This is an optimization exercise on Yosys and OpenROAD, whose aim is small area, not a production implementation.
The RTL was checked by simulation tests, not by an equivalence proof against the original design.
Power and IR drop assume default switching activity.

// arith_lite
module arith_lite(
   input  logic        clk_i,
   input  logic        rst_ni,
   input  logic [31:0] inp_a,
   input  logic [31:0] inp_b,
   input  logic [1:0]  op,
   output logic [31:0] sum_o,
   output logic [31:0] mult_o,
   output logic        eq_o
);
   wire [1:0] tag_d = {op[0] ^ op[1], ~op[0]};
   wire       mul1  = op == 2'd1;
   wire [31:0] m1;
   wire        add1 = ~mul1;
   for (genvar i = 0; i < 32; i++) begin : g_m1
      if (i == 0) begin : g0
         assign m1[i] = add1 & inp_b[i];
      end else begin : gi
         al_ao22 u_m (.a1(mul1), .a2(inp_a[i-1]), .b1(add1), .b2(inp_b[i]), .y(m1[i]));
      end
   end
   logic [31:0] ta_p, ta_g, ta_c, ta_s;
   assign ta_p[0] = inp_a[0] ^ m1[0];
   assign ta_g[0] = inp_a[0] & m1[0];
   assign ta_p[1] = inp_a[1] ^ m1[1];
   assign ta_g[1] = inp_a[1] & m1[1];
   assign ta_p[2] = inp_a[2] ^ m1[2];
   assign ta_g[2] = inp_a[2] & m1[2];
  ...
For scale: ~1100 cells after synthesis, ~130 flip-flops, roughly 130 I/O pins.
==> flow/config.mk <==
export PLATFORM = sky130hd
export DESIGN_NAME = arith_lite
export DESIGN_NICKNAME = arith_lite
export VERILOG_FILES = /design/flow/design.v
export SDC_FILE = /design/flow/constraint.sdc
export NUM_CORES = 4
export LEC_CHECK = 0
export ABC_AREA = 0
export ABC_CLOCK_PERIOD_IN_PS = 100000
export CAP_MARGIN = 20
export CORE_MARGIN = 2
export CORE_UTILIZATION = 62
export CTS_BUF_LIST = sky130_fd_sc_hd__clkbuf_8
export GPL_TIMING_DRIVEN = 0
export PLACE_DENSITY = 0.72
export SLEW_MARGIN = 20
export SYNTH_HIERARCHICAL = 1
export SYNTH_MINIMUM_KEEP_SIZE = 0
==> flow/constraint.sdc <==
create_clock -name core_clock -period 7.5 [get_ports {clk_i}]
set_input_delay 1.5000 -clock core_clock [delete_from_list [all_inputs] [get_ports {clk_i}]]
set_output_delay 1.5000 -clock core_clock [all_outputs]
set_load 0.01 [all_outputs]
standard.sh (not shown) runs the stock make flow with config.mk's settings and CLKGATE_MAP_FILE= SYNTH_SCRIPT=/design/flow/synth_recipe.tcl, a recipe that flattens the netlist after the stock synthesis.
==> flow/flow/run.sh <==
#!/bin/bash
set -euo pipefail
bash standard.sh 'BUFFER_PORTS_ARGS=-buffer_cell sky130_fd_sc_hd__buf_1' \
  'CTS_ARGS=-sink_clustering_enable -repair_clock_nets -buf_list sky130_fd_sc_hd__clkbuf_8 -dont_use_dummy_load' \
  finish > flow_make.log 2>&1
Edit:
--- a/flow/config.mk
+++ b/flow/config.mk
@@ -10,8 +10,8 @@
 export CAP_MARGIN = 20
 export CORE_MARGIN = 2
-export CORE_UTILIZATION = 62
+export CORE_UTILIZATION = 55
 export CTS_BUF_LIST = sky130_fd_sc_hd__clkbuf_8
 export GPL_TIMING_DRIVEN = 0
-export PLACE_DENSITY = 0.72
+export PLACE_DENSITY = 0.65
 export SLEW_MARGIN = 20
 export SYNTH_HIERARCHICAL = 1
The new run completed without violations; utilization went down by 7.5 points; sequential power hardly moves; critical path depth does not change.

========
Starting RTL as in the previous note.
// arith_lite
module arith_lite(
   input  logic        clk_i,
   input  logic        rst_ni,
   input  logic [31:0] inp_a,
   input  logic [31:0] inp_b,
   input  logic [1:0]  op,
   output logic [31:0] sum_o,
   output logic [31:0] mult_o,
   output logic        eq_o
);
Settings: LEC_CHECK=0, ABC_AREA=0, ABC_CLOCK_PERIOD_IN_PS=100000, CAP_MARGIN=20, CORE_MARGIN=2, CORE_UTILIZATION=40, CTS_BUF_LIST=sky130_fd_sc_hd__clkbuf_8, GPL_TIMING_DRIVEN=0, PLACE_DENSITY=0.5, SLEW_MARGIN=20, SYNTH_HIERARCHICAL=1, SYNTH_MINIMUM_KEEP_SIZE=0; clock period 7.5 ns.
Scripts as last shown in full above: flow/flow/run.sh
Rerun with:
==> flow/flow/run.sh (replaced) <==
#!/bin/bash
set -euo pipefail
bash standard.sh 'BUFFER_PORTS_ARGS=-buffer_cell sky130_fd_sc_hd__buf_1' finish > flow_make.log 2>&1
The changed run passed the timing, DRC and antenna checks.
First-iteration DRC count goes up by 3.0%.
Global-route usage barely changes.
Area after synthesis is unchanged.
Clock skew is lower by 0.019 ns.

-- separate check: timing with driven ports --
In the flow no input, the clock included, has a driving cell. The finished layouts below were timed again as built, in two steps. Step 1 assumes that a clkbuf_16 drives the clock port and a buf_2 every other input. Step 2 adds t to the input delays and takes it off the output delays; t is the mean of the earliest and latest rising clock arrival at the registers after step 1. Input paths then give back, and output paths get back, about the clock's delay inside the block. a / b / c = ideal / step 1 / step 2; a / b = the first two.
run	shift t [ns]	setup slack, ns	cell pins on the clock port's net
the first run of note 1	0.486	0.382 / 0.382 / 0.382	1
the second run of note 1	0.497	0.275 / 0.275 / 0.275	1
the first run of note 2	0.538	0.407 / 0.407 / 0.407	1
the second run of note 2	0.552	0.552 / 0.552 / 0.552	1
After both steps every run listed still meets setup and hold.
